This is an optimization exercise on Yosys and OpenROAD, whose aim is small area, not a production implementation. At most, simulation tests tie the RTL to the original design; equivalence was not proved. Power figures rest on the tool's default switching activity, not on a simulated workload.

==> module VectorDiv, before the edit <==
module VectorDiv(
  input          clock,
  input          reset,
  input  [191:0] io_instr,
  input  [17:0]  io_vlmul,
  output [131:0] io_bundles,
  output [5:0]   io_valid,
  output [2:0]   io_strIndex
);
  reg         stateReg;    
  reg [16:0]  slotReg [0:5];
  reg [2:0]   validCnt;    
  reg         wasSReg;     
  reg         add1Reg;     
  reg [5:2]   addIReg;     
  wire [5:0] isV;
  wire [16:0] rawF [0:5];
  genvar g;
  generate
    for (g = 0; g < 6; g = g + 1) begin : dec
      wire [31:0] in = io_instr[32*g +: 32];
      assign isV[g] = in[6:0] == 7'h57 && in[14:12] == 3'h0 && in[31:26] == 6'h0;
      assign rawF[g] = {1'b1, in[19:15], in[24:20], in[11:7], in[25]};
    end
  endgenerate
  wire [16:0] rawF0p1 = {1'b1, io_instr[19:15] + 5'd1, io_instr[24:20] + 5'd1, io_instr[11:7], io_instr[25]};
  wire [2:0] vl0 = io_vlmul[2:0];
  wire is2 = vl0 == 3'h1;
  wire is4 = vl0 == 3'h2;
  wire is8 = vl0 == 3'h3;
  wire is1 = ~(is2 | is4 | is8);
  wire [5:1] ic;
  generate
    for (g = 1; g < 6; g = g + 1) begin : cx
      assign ic[g] = io_vlmul[3*g+2] == 1'b0 && io_vlmul[3*g +: 2] != 2'b00;
    end
  endgenerate
  wire [5:0] none_;
  assign none_[0] = 1'b1;
  generate
    for (g = 1; g < 6; g = g + 1) begin : nn
      assign none_[g] = none_[g-1] & ~ic[g];
    end
  endgenerate
  wire s = stateReg;
  wire [4:1] useN;
  assign useN[1] = (~s & is1) | (s & ~is8 & none_[5]);
  assign useN[2] = (~s & is2) | (s & is8);
  assign useN[3] = s & is1 & ~none_[4];
  assign useN[4] = (~s & is4) | (s & is2 & ~none_[3]);
  wire ok = ~s | is8 | none_[5] | (is4 & ic[1]) | (is2 & ~none_[3]) | (is1 & ~none_[4]);
  wire [5:0] lead;
  assign lead[0] = 1'b1;
  assign lead[1] = ~useN[1];
  assign lead[2] = ~useN[1] & ~useN[2];
  assign lead[3] = ~useN[1] & ~useN[2] & ~useN[3];
  assign lead[4] = (~s & is8) | (s & is4);
  assign lead[5] = lead[4];
  reg [4:0]  selS [0:5];
  reg [5:0]  takeS, selC, selH;
  reg [5:0]  nextValid;
  integer i, m;
  always @(*) begin
    for (i = 0; i < 6; i = i + 1) begin
      takeS[i] = 1'b0;
      for (m = 0; m < 5; m = m + 1) begin
        selS[i][m] = 1'b0;
        if (i - m >= 1 && i - m <= 4) begin
          takeS[i] = takeS[i] | (useN[i - m] & none_[m + 1]);
          selS[i][m] = useN[i - m] & none_[m + 1] & isV[m + 1];
        end
      end
      selC[i] = ~takeS[i] & isV[0] & (~stateReg | (i < 2));
      selH[i] = ~takeS[i] & stateReg & (i >= 2);
      nextValid[i] = ok & (lead[i] | takeS[i]);
    end
  end
  wire [16:0] nextSlot [0:5];
  genvar gi;
  generate
    for (gi = 0; gi < 6; gi = gi + 1) begin : sm
      assign nextSlot[gi][16] = selC[gi] | (selH[gi] & slotReg[gi][16]) | (|selS[gi]);
      SlotMux #(.IDX(gi)) mux (
        .selC(selC[gi]), .selH(selH[gi]), .selS(selS[gi]),
        .cur(gi % 2 == 1 ? rawF0p1[15:0] : rawF[0][15:0]), .hold(slotReg[gi][15:0]),
        .s0(rawF[1][15:0]), .s1(rawF[2][15:0]), .s2(rawF[3][15:0]), .s3(rawF[4][15:0]), .s4(rawF[5][15:0]),
        .y(nextSlot[gi][15:0])
      );
    end
  endgenerate
  always @(posedge clock) begin
    if (reset)
      stateReg <= 1'b0;
    else
      stateReg <= ~stateReg & is8;
    for (i = 0; i < 6; i = i + 1)
      slotReg[i] <= nextSlot[i];
    validCnt <= {nextValid[3],
                 (nextValid[1] & ~nextValid[3]) | nextValid[5],
                 (nextValid[0] & ~nextValid[1]) | (nextValid[2] & ~nextValid[3]) | (nextValid[4] & ~nextValid[5])};
    wasSReg <= stateReg;
    add1Reg <= ~takeS[1] & isV[0];
    for (i = 2; i < 6; i = i + 1)
      if (takeS[i])
        addIReg[i] <= 1'b0;
      else if (~stateReg)
        addIReg[i] <= isV[0];
  end
  generate
    for (gi = 0; gi < 6; gi = gi + 1) begin : so
      SlotOut #(.IDX(gi)) out (
        .s(slotReg[gi]),
        .addA(gi == 0 ? wasSReg & slotReg[0][16] : gi == 1 ? add1Reg : addIReg[gi < 2 ? 2 : gi]),
        .addB(gi == 1 ? wasSReg & add1Reg : 1'b0),
        .bundle(io_bundles[22*gi +: 22])
      );
    end
  endgenerate
  assign io_valid = {validCnt > 3'd5, validCnt > 3'd4, validCnt > 3'd3,
                     validCnt > 3'd2, validCnt > 3'd1, validCnt > 3'd0};
  assign io_strIndex = ~stateReg ? (is8 ? 3'd0 :
                                    is4 ? (ic[1] ? 3'd1 : ic[2] ? 3'd2 : 3'd3) :
                                    is2 ? (ic[1] ? 3'd1 : ic[2] ? 3'd2 : ic[3] ? 3'd3 : ic[4] ? 3'd4 : 3'd5) :
                                          (ic[1] ? 3'd1 : ic[2] ? 3'd2 : ic[3] ? 3'd3 : ic[4] ? 3'd4 : ic[5] ? 3'd5 : 3'd6))
                                 : (ic[1] ? 3'd1 : ic[2] ? 3'd2 : ic[3] ? 3'd3 : ic[4] ? 3'd4 :
                                    (ic[5] | is8) ? 3'd5 : 3'd6);
endmodule
Settings: LEC_CHECK=0, CAP_MARGIN=20, CORE_AREA=5 5 135 135, DIE_AREA=0 0 140 140, SLEW_MARGIN=20; clock period 6.0 ns.
standard.sh (not shown) runs the stock make flow with config.mk's settings and CLKGATE_MAP_FILE= SYNTH_SCRIPT=/design/flow/synth_recipe.tcl, a recipe that flattens the netlist after the stock synthesis.
==> flow/flow/run.sh <==
#!/bin/bash
# Standard layout with these changes:
#  - the combinational logic is mapped for area, module by module (hsynth.ys, with each ABC
#    script area*.abc; the smallest result is kept). A result is used only if it has the
#    standard synthesis's flip-flops (same names and cells) and equiv.ys proves it does what
#    the standard netlist does. Failing that, the standard netlist's logic is re-mapped as a
#    whole (reopt.ys) under the same checks, or kept as it is;
#  - the port buffers are plain buf_1 cells;
#  - clock tree synthesis adds no dummy loads.
set -euo pipefail
W=$(pwd)
R=$W/orfs/results/$FLOW_PLATFORM/VectorDivTop/base
YOSYS=$FLOW_HOME/../tools/install/yosys/bin/yosys
LIB=$FLOW_HOME/platforms/sky130hd/lib/sky130_fd_sc_hd__tt_025C_1v80.lib
export BUFFER_PORTS_ARGS="-buffer_cell sky130_fd_sc_hd__buf_1"
export CTS_ARGS="-sink_clustering_enable -repair_clock_nets -sink_clustering_size 30 -sink_clustering_max_diameter 100 -buf_list sky130_fd_sc_hd__clkbuf_8 -dont_use_dummy_load"

bash standard.sh synth > make_synth.log 2>&1
cp "$R/1_2_yosys.v" "$W/synth_standard.v"

sub() {  # sub TEMPLATE OUTSCRIPT NETLIST ABCSCRIPT
  sed -e "s#@LIB@#$LIB#g; s#@TOP@#$FLOW_TOP#g; s#@DESIGN@#$FLOW_DESIGN#g; s#@ABC@#$4#g; s#@IN@#$W/synth_standard.v#g; s#@GOLD@#$W/synth_standard.v#g; s#@OUT@#$3#g; s#@GATE@#$3#g" "$1" > "$2"
}
flops() { grep -E '^\s*sky130_fd_sc_hd__(dfxtp|dfxbp|edfxtp|dfrtp|dfrbp|dfstp|dfsbp|dfbbp|sdf|sedf|dl)\S* ' "$1" | awk '{print $1, $2}' | sort; }
flops synth_standard.v > flops_standard.txt
try() {  # try NAME TEMPLATE ABCSCRIPT: make synth_NAME.v and check it against the standard netlist
  sub "flow/$2" "$1.ys" "$W/synth_$1.v" "$3"
  sub flow/equiv.ys "equiv_$1.ys" "$W/synth_$1.v" "$3"
  "$YOSYS" -s "$1.ys" > "yosys_$1.log" 2>&1 || return 1
  flops "synth_$1.v" > "flops_$1.txt"
  cmp -s flops_standard.txt "flops_$1.txt" || return 1
  "$YOSYS" -s "equiv_$1.ys" > "yosys_equiv_$1.log" 2>&1 || return 1
}
area() { grep 'Chip area for' "yosys_$1.log" | tail -1 | awk '{print $NF}'; }

best=""
for s in area1 area2; do
  if try "hier_$s" hsynth.ys "$W/flow/$s.abc"; then
    a=$(area "hier_$s")
    echo "hier_$s: $a" >> netlist_status.txt
    if [[ -z "$best" ]] || awk -v x="$a" -v y="$(area "$best")" 'BEGIN { exit !(x < y) }'; then best="hier_$s"; fi
  else
    echo "hier_$s: refused" >> netlist_status.txt
  fi
done
if [[ -z "$best" ]] && try reopt reopt.ys "$W/flow/area1.abc"; then best=reopt; fi
if [[ -n "$best" ]]; then
  echo "used: $best" >> netlist_status.txt
  cp "$W/synth_$best.v" "$R/1_2_yosys.v"
else
  echo "used: standard netlist" >> netlist_status.txt
fi

bash standard.sh > make_finish.log 2>&1
Other scripts of this flow, unchanged in this note and not shown: flow/flow/area1.abc, flow/flow/area2.abc, flow/flow/equiv.ys, flow/flow/hsynth.ys, flow/flow/reopt.ys
The first run completed with no timing, DRC or antenna violations.
Rerun with:
--- a/flow/design.v
+++ b/flow/design.v
@@ -40,24 +40,30 @@
   generate
     for (g = 1; g < 6; g = g + 1) begin : nn
       assign none_[g] = none_[g-1] & ~ic[g];
     end
   endgenerate
-  wire s = stateReg;
+  wire zeroOff = stateReg & ~is8 & none_[5];
+  reg [2:0] nUop;
+  reg       ok;
+  always @(*) begin
+    if (~stateReg) begin
+      nUop = is8 ? 3'd6 : is4 ? 3'd4 : is2 ? 3'd2 : 3'd1;
+      ok   = 1'b1;
+    end else if (zeroOff) begin
+      nUop = 3'd1;
+      ok   = 1'b1;
+    end else begin
+      nUop = is8 ? 3'd2 : is4 ? 3'd6 : is2 ? 3'd4 : 3'd3;
+      ok   = is8 | (is4 & ic[1]) | (is2 & ~none_[3]) | (is1 & ~none_[4]);
+    end
+  end
   wire [4:1] useN;
-  assign useN[1] = (~s & is1) | (s & ~is8 & none_[5]);
-  assign useN[2] = (~s & is2) | (s & is8);
-  assign useN[3] = s & is1 & ~none_[4];
-  assign useN[4] = (~s & is4) | (s & is2 & ~none_[3]);
-  wire ok = ~s | is8 | none_[5] | (is4 & ic[1]) | (is2 & ~none_[3]) | (is1 & ~none_[4]);
-  wire [5:0] lead;
-  assign lead[0] = 1'b1;
-  assign lead[1] = ~useN[1];
-  assign lead[2] = ~useN[1] & ~useN[2];
-  assign lead[3] = ~useN[1] & ~useN[2] & ~useN[3];
-  assign lead[4] = (~s & is8) | (s & is4);
-  assign lead[5] = lead[4];
+  assign useN[1] = ok & (nUop == 3'd1);
+  assign useN[2] = ok & (nUop == 3'd2);
+  assign useN[3] = ok & (nUop == 3'd3);
+  assign useN[4] = ok & (nUop == 3'd4);
   reg [4:0]  selS [0:5];
   reg [5:0]  takeS, selC, selH;
   reg [5:0]  nextValid;
   integer i, m;
   always @(*) begin
@@ -70,11 +76,11 @@
           selS[i][m] = useN[i - m] & none_[m + 1] & isV[m + 1];
         end
       end
       selC[i] = ~takeS[i] & isV[0] & (~stateReg | (i < 2));
       selH[i] = ~takeS[i] & stateReg & (i >= 2);
-      nextValid[i] = ok & (lead[i] | takeS[i]);
+      nextValid[i] = ok & ((i < nUop) | takeS[i]);
     end
   end
   wire [16:0] nextSlot [0:5];
   genvar gi;
   generate
Power fell by about 0.66%.
Sequential share of layout area rose by 0.14 points.
Cell area fell by 0.48%.
Final cell count rose by about 0.57%.
Die area does not change.
Wire length fell by 0.91%.
Sequential cell count stays the same.
Setup slack gets worse by 0.51 ns.
Hold slack gets worse by 0.0043 ns.
Via count rose by about 0.4%.
Maximum frequency fell by 10%.
Only the layout flow was run in the first run of this note; the RTL was not checked for function there.

========
RTL: one of the versions met above, not the one the previous note started from.
For scale: about 660 cells after synthesis, ~5800 sq um of cells after synthesis.
==> module VectorDiv, before the edit <==
module VectorDiv(
  input          clock,
  input          reset,
  input  [191:0] io_instr,
  input  [17:0]  io_vlmul,
  output [131:0] io_bundles,
  output [5:0]   io_valid,
  output [2:0]   io_strIndex
);
  reg         stateReg;    
  reg [16:0]  slotReg [0:5];
  reg [2:0]   validCnt;    
  reg         wasSReg;     
  reg         add1Reg;     
  reg [5:2]   addIReg;     
  wire [5:0] isV;
  wire [16:0] rawF [0:5];
  genvar g;
  generate
    for (g = 0; g < 6; g = g + 1) begin : dec
      wire [31:0] in = io_instr[32*g +: 32];
      assign isV[g] = in[6:0] == 7'h57 && in[14:12] == 3'h0 && in[31:26] == 6'h0;
      assign rawF[g] = {1'b1, in[19:15], in[24:20], in[11:7], in[25]};
    end
  endgenerate
  wire [16:0] rawF0p1 = {1'b1, io_instr[19:15] + 5'd1, io_instr[24:20] + 5'd1, io_instr[11:7], io_instr[25]};
  wire [2:0] vl0 = io_vlmul[2:0];
  wire is2 = vl0 == 3'h1;
  wire is4 = vl0 == 3'h2;
  wire is8 = vl0 == 3'h3;
  wire is1 = ~(is2 | is4 | is8);
  wire [5:1] ic;
  generate
    for (g = 1; g < 6; g = g + 1) begin : cx
      assign ic[g] = io_vlmul[3*g+2] == 1'b0 && io_vlmul[3*g +: 2] != 2'b00;
    end
  endgenerate
  wire [5:0] none_;
  assign none_[0] = 1'b1;
  generate
    for (g = 1; g < 6; g = g + 1) begin : nn
      assign none_[g] = none_[g-1] & ~ic[g];
    end
  endgenerate
  wire zeroOff = stateReg & ~is8 & none_[5];
  reg [2:0] nUop;
  reg       ok;
  always @(*) begin
    if (~stateReg) begin
      nUop = is8 ? 3'd6 : is4 ? 3'd4 : is2 ? 3'd2 : 3'd1;
      ok   = 1'b1;
    end else if (zeroOff) begin
      nUop = 3'd1;
      ok   = 1'b1;
    end else begin
      nUop = is8 ? 3'd2 : is4 ? 3'd6 : is2 ? 3'd4 : 3'd3;
      ok   = is8 | (is4 & ic[1]) | (is2 & ~none_[3]) | (is1 & ~none_[4]);
    end
  end
  wire [4:1] useN;
  assign useN[1] = ok & (nUop == 3'd1);
  assign useN[2] = ok & (nUop == 3'd2);
  assign useN[3] = ok & (nUop == 3'd3);
  assign useN[4] = ok & (nUop == 3'd4);
  reg [4:0]  selS [0:5];
  reg [5:0]  takeS, selC, selH;
  reg [5:0]  nextValid;
  integer i, m;
  always @(*) begin
    for (i = 0; i < 6; i = i + 1) begin
      takeS[i] = 1'b0;
      for (m = 0; m < 5; m = m + 1) begin
        selS[i][m] = 1'b0;
        if (i - m >= 1 && i - m <= 4) begin
          takeS[i] = takeS[i] | (useN[i - m] & none_[m + 1]);
          selS[i][m] = useN[i - m] & none_[m + 1] & isV[m + 1];
        end
      end
      selC[i] = ~takeS[i] & isV[0] & (~stateReg | (i < 2));
      selH[i] = ~takeS[i] & stateReg & (i >= 2);
      nextValid[i] = ok & ((i < nUop) | takeS[i]);
    end
  end
  wire [16:0] nextSlot [0:5];
  genvar gi;
  generate
    for (gi = 0; gi < 6; gi = gi + 1) begin : sm
      assign nextSlot[gi][16] = selC[gi] | (selH[gi] & slotReg[gi][16]) | (|selS[gi]);
      SlotMux #(.IDX(gi)) mux (
        .selC(selC[gi]), .selH(selH[gi]), .selS(selS[gi]),
        .cur(gi % 2 == 1 ? rawF0p1[15:0] : rawF[0][15:0]), .hold(slotReg[gi][15:0]),
        .s0(rawF[1][15:0]), .s1(rawF[2][15:0]), .s2(rawF[3][15:0]), .s3(rawF[4][15:0]), .s4(rawF[5][15:0]),
        .y(nextSlot[gi][15:0])
      );
    end
  endgenerate
  always @(posedge clock) begin
    if (reset)
      stateReg <= 1'b0;
    else
      stateReg <= ~stateReg & is8;
    for (i = 0; i < 6; i = i + 1)
      slotReg[i] <= nextSlot[i];
    validCnt <= {nextValid[3],
                 (nextValid[1] & ~nextValid[3]) | nextValid[5],
                 (nextValid[0] & ~nextValid[1]) | (nextValid[2] & ~nextValid[3]) | (nextValid[4] & ~nextValid[5])};
    wasSReg <= stateReg;
    add1Reg <= ~takeS[1] & isV[0];
    for (i = 2; i < 6; i = i + 1)
      if (takeS[i])
        addIReg[i] <= 1'b0;
      else if (~stateReg)
        addIReg[i] <= isV[0];
  end
  generate
    for (gi = 0; gi < 6; gi = gi + 1) begin : so
      SlotOut #(.IDX(gi)) out (
        .s(slotReg[gi]),
        .addA(gi == 0 ? wasSReg & slotReg[0][16] : gi == 1 ? add1Reg : addIReg[gi < 2 ? 2 : gi]),
        .addB(gi == 1 ? wasSReg & add1Reg : 1'b0),
        .bundle(io_bundles[22*gi +: 22])
      );
    end
  endgenerate
  assign io_valid = {validCnt > 3'd5, validCnt > 3'd4, validCnt > 3'd3,
                     validCnt > 3'd2, validCnt > 3'd1, validCnt > 3'd0};
  assign io_strIndex = ~stateReg ? (is8 ? 3'd0 :
                                    is4 ? (ic[1] ? 3'd1 : ic[2] ? 3'd2 : 3'd3) :
                                    is2 ? (ic[1] ? 3'd1 : ic[2] ? 3'd2 : ic[3] ? 3'd3 : ic[4] ? 3'd4 : 3'd5) :
                                          (ic[1] ? 3'd1 : ic[2] ? 3'd2 : ic[3] ? 3'd3 : ic[4] ? 3'd4 : ic[5] ? 3'd5 : 3'd6))
                                 : (ic[1] ? 3'd1 : ic[2] ? 3'd2 : ic[3] ? 3'd3 : ic[4] ? 3'd4 :
                                    (ic[5] | is8) ? 3'd5 : 3'd6);
endmodule
==> flow/config.mk <==
export PLATFORM = sky130hd
export DESIGN_NAME = VectorDivTop
export DESIGN_NICKNAME = VectorDivTop
export VERILOG_FILES = /design/flow/design.v
export SDC_FILE = /design/flow/constraint.sdc
export NUM_CORES = 4
export LEC_CHECK = 0
export CAP_MARGIN = 20
export CORE_AREA = 5 5 145 145
export DIE_AREA = 0 0 150 150
export SLEW_MARGIN = 20
==> flow/constraint.sdc <==
create_clock -name core_clock -period 6.0 [get_ports {clock}]
set_input_delay 1.2000 -clock core_clock [delete_from_list [all_inputs] [get_ports {clock}]]
set_output_delay 1.2000 -clock core_clock [all_outputs]
set_load 0.01 [all_outputs]
Scripts as last shown in full above: flow/flow/run.sh
Other scripts of this flow, unchanged in this note and not shown: flow/flow/area1.abc, flow/flow/area2.abc, flow/flow/equiv.ys, flow/flow/hsynth.ys, flow/flow/reopt.ys
Rerun with:
--- a/flow/design.v
+++ b/flow/design.v
@@ -42,26 +42,20 @@
       assign none_[g] = none_[g-1] & ~ic[g];
     end
   endgenerate
-  wire zeroOff = stateReg & ~is8 & none_[5];
-  reg [2:0] nUop;
-  reg       ok;
-  always @(*) begin
-    if (~stateReg) begin
-      nUop = is8 ? 3'd6 : is4 ? 3'd4 : is2 ? 3'd2 : 3'd1;
-      ok   = 1'b1;
-    end else if (zeroOff) begin
-      nUop = 3'd1;
-      ok   = 1'b1;
-    end else begin
-      nUop = is8 ? 3'd2 : is4 ? 3'd6 : is2 ? 3'd4 : 3'd3;
-      ok   = is8 | (is4 & ic[1]) | (is2 & ~none_[3]) | (is1 & ~none_[4]);
-    end
-  end
+  wire s = stateReg;
   wire [4:1] useN;
-  assign useN[1] = ok & (nUop == 3'd1);
-  assign useN[2] = ok & (nUop == 3'd2);
-  assign useN[3] = ok & (nUop == 3'd3);
-  assign useN[4] = ok & (nUop == 3'd4);
+  assign useN[1] = (~s & is1) | (s & ~is8 & none_[5]);
+  assign useN[2] = (~s & is2) | (s & is8);
+  assign useN[3] = s & is1 & ~none_[4];
+  assign useN[4] = (~s & is4) | (s & is2 & ~none_[3]);
+  wire ok = ~s | is8 | none_[5] | (is4 & ic[1]) | (is2 & ~none_[3]) | (is1 & ~none_[4]);
+  wire [5:0] lead;
+  assign lead[0] = 1'b1;
+  assign lead[1] = ~useN[1];
+  assign lead[2] = ~useN[1] & ~useN[2];
+  assign lead[3] = ~useN[1] & ~useN[2] & ~useN[3];
+  assign lead[4] = (~s & is8) | (s & is4);
+  assign lead[5] = lead[4];
   reg [4:0]  selS [0:5];
   reg [5:0]  takeS, selC, selH;
   reg [5:0]  nextValid;
@@ -78,7 +72,7 @@
       end
       selC[i] = ~takeS[i] & isV[0] & (~stateReg | (i < 2));
       selH[i] = ~takeS[i] & stateReg & (i >= 2);
-      nextValid[i] = ok & ((i < nUop) | takeS[i]);
+      nextValid[i] = ok & (lead[i] | takeS[i]);
     end
   end
   wire [16:0] nextSlot [0:5];
=>
- die area does not change
- clock skew is higher by 0.0044 ns
- total power is higher slightly
- utilization is higher by 0.25 points
- cell count is lower slightly
- clock-buffer cell count is unchanged
- sequential share of layout area is lower by 0.18 points
- cell area is higher slightly
- area after synthesis hardly moves
- clock power is higher by a few percent
- critical path depth is unchanged
- combinational power hardly moves
- first-iteration DRC count is lower slightly
- worst setup slack improves by 0.50 ns
Only the layout flow was run in the second run of this note; the RTL was not checked for function there.

[port drivers added, routing unchanged]
The results above use ideal ports. As a check the final layouts listed here were re-extracted and re-timed, cells and wires unchanged. Step 1 (the two cells are an assumption about what drives the block):
set clk [get_ports {clock}]
set_driving_cell -lib_cell sky130_fd_sc_hd__clkbuf_16 $clk
set_driving_cell -lib_cell sky130_fd_sc_hd__buf_2 [delete_from_list [all_inputs] $clk]
Step 2 moves the port delays by t, midway between the first and last clock arrival at a register: inputs arrive t later, outputs are due t later. That takes back most of the time a late clock gives input paths. Slacks: ideal / step 1 / step 2; pairs: ideal / step 1.
| run | shift t [ns] | setup slack, ns | clock arrival spread, ns | worst slew at a driven data input, ns |
|---|---|---|---|---|
| the first run of note 1 | 0.412 | 1.645 / 1.654 / 1.242 | 0.018 / 0.018 | 0.10 |
| the second run of note 1 | 0.401 | 1.135 / 1.146 / 0.745 | 0.034 / 0.034 | 0.08 |
| the first run of note 2 | 0.410 | 1.187 / 1.205 / 0.795 | 0.022 / 0.022 | 0.10 |
| the second run of note 2 | 0.408 | 1.686 / 1.701 / 1.292 | 0.028 / 0.027 | 0.08 |
After both steps every run listed still meets setup and hold. The setup slack of the first run of note 1, which loses most, moves by +0.009 ns with the drivers and by -0.403 ns with both steps.
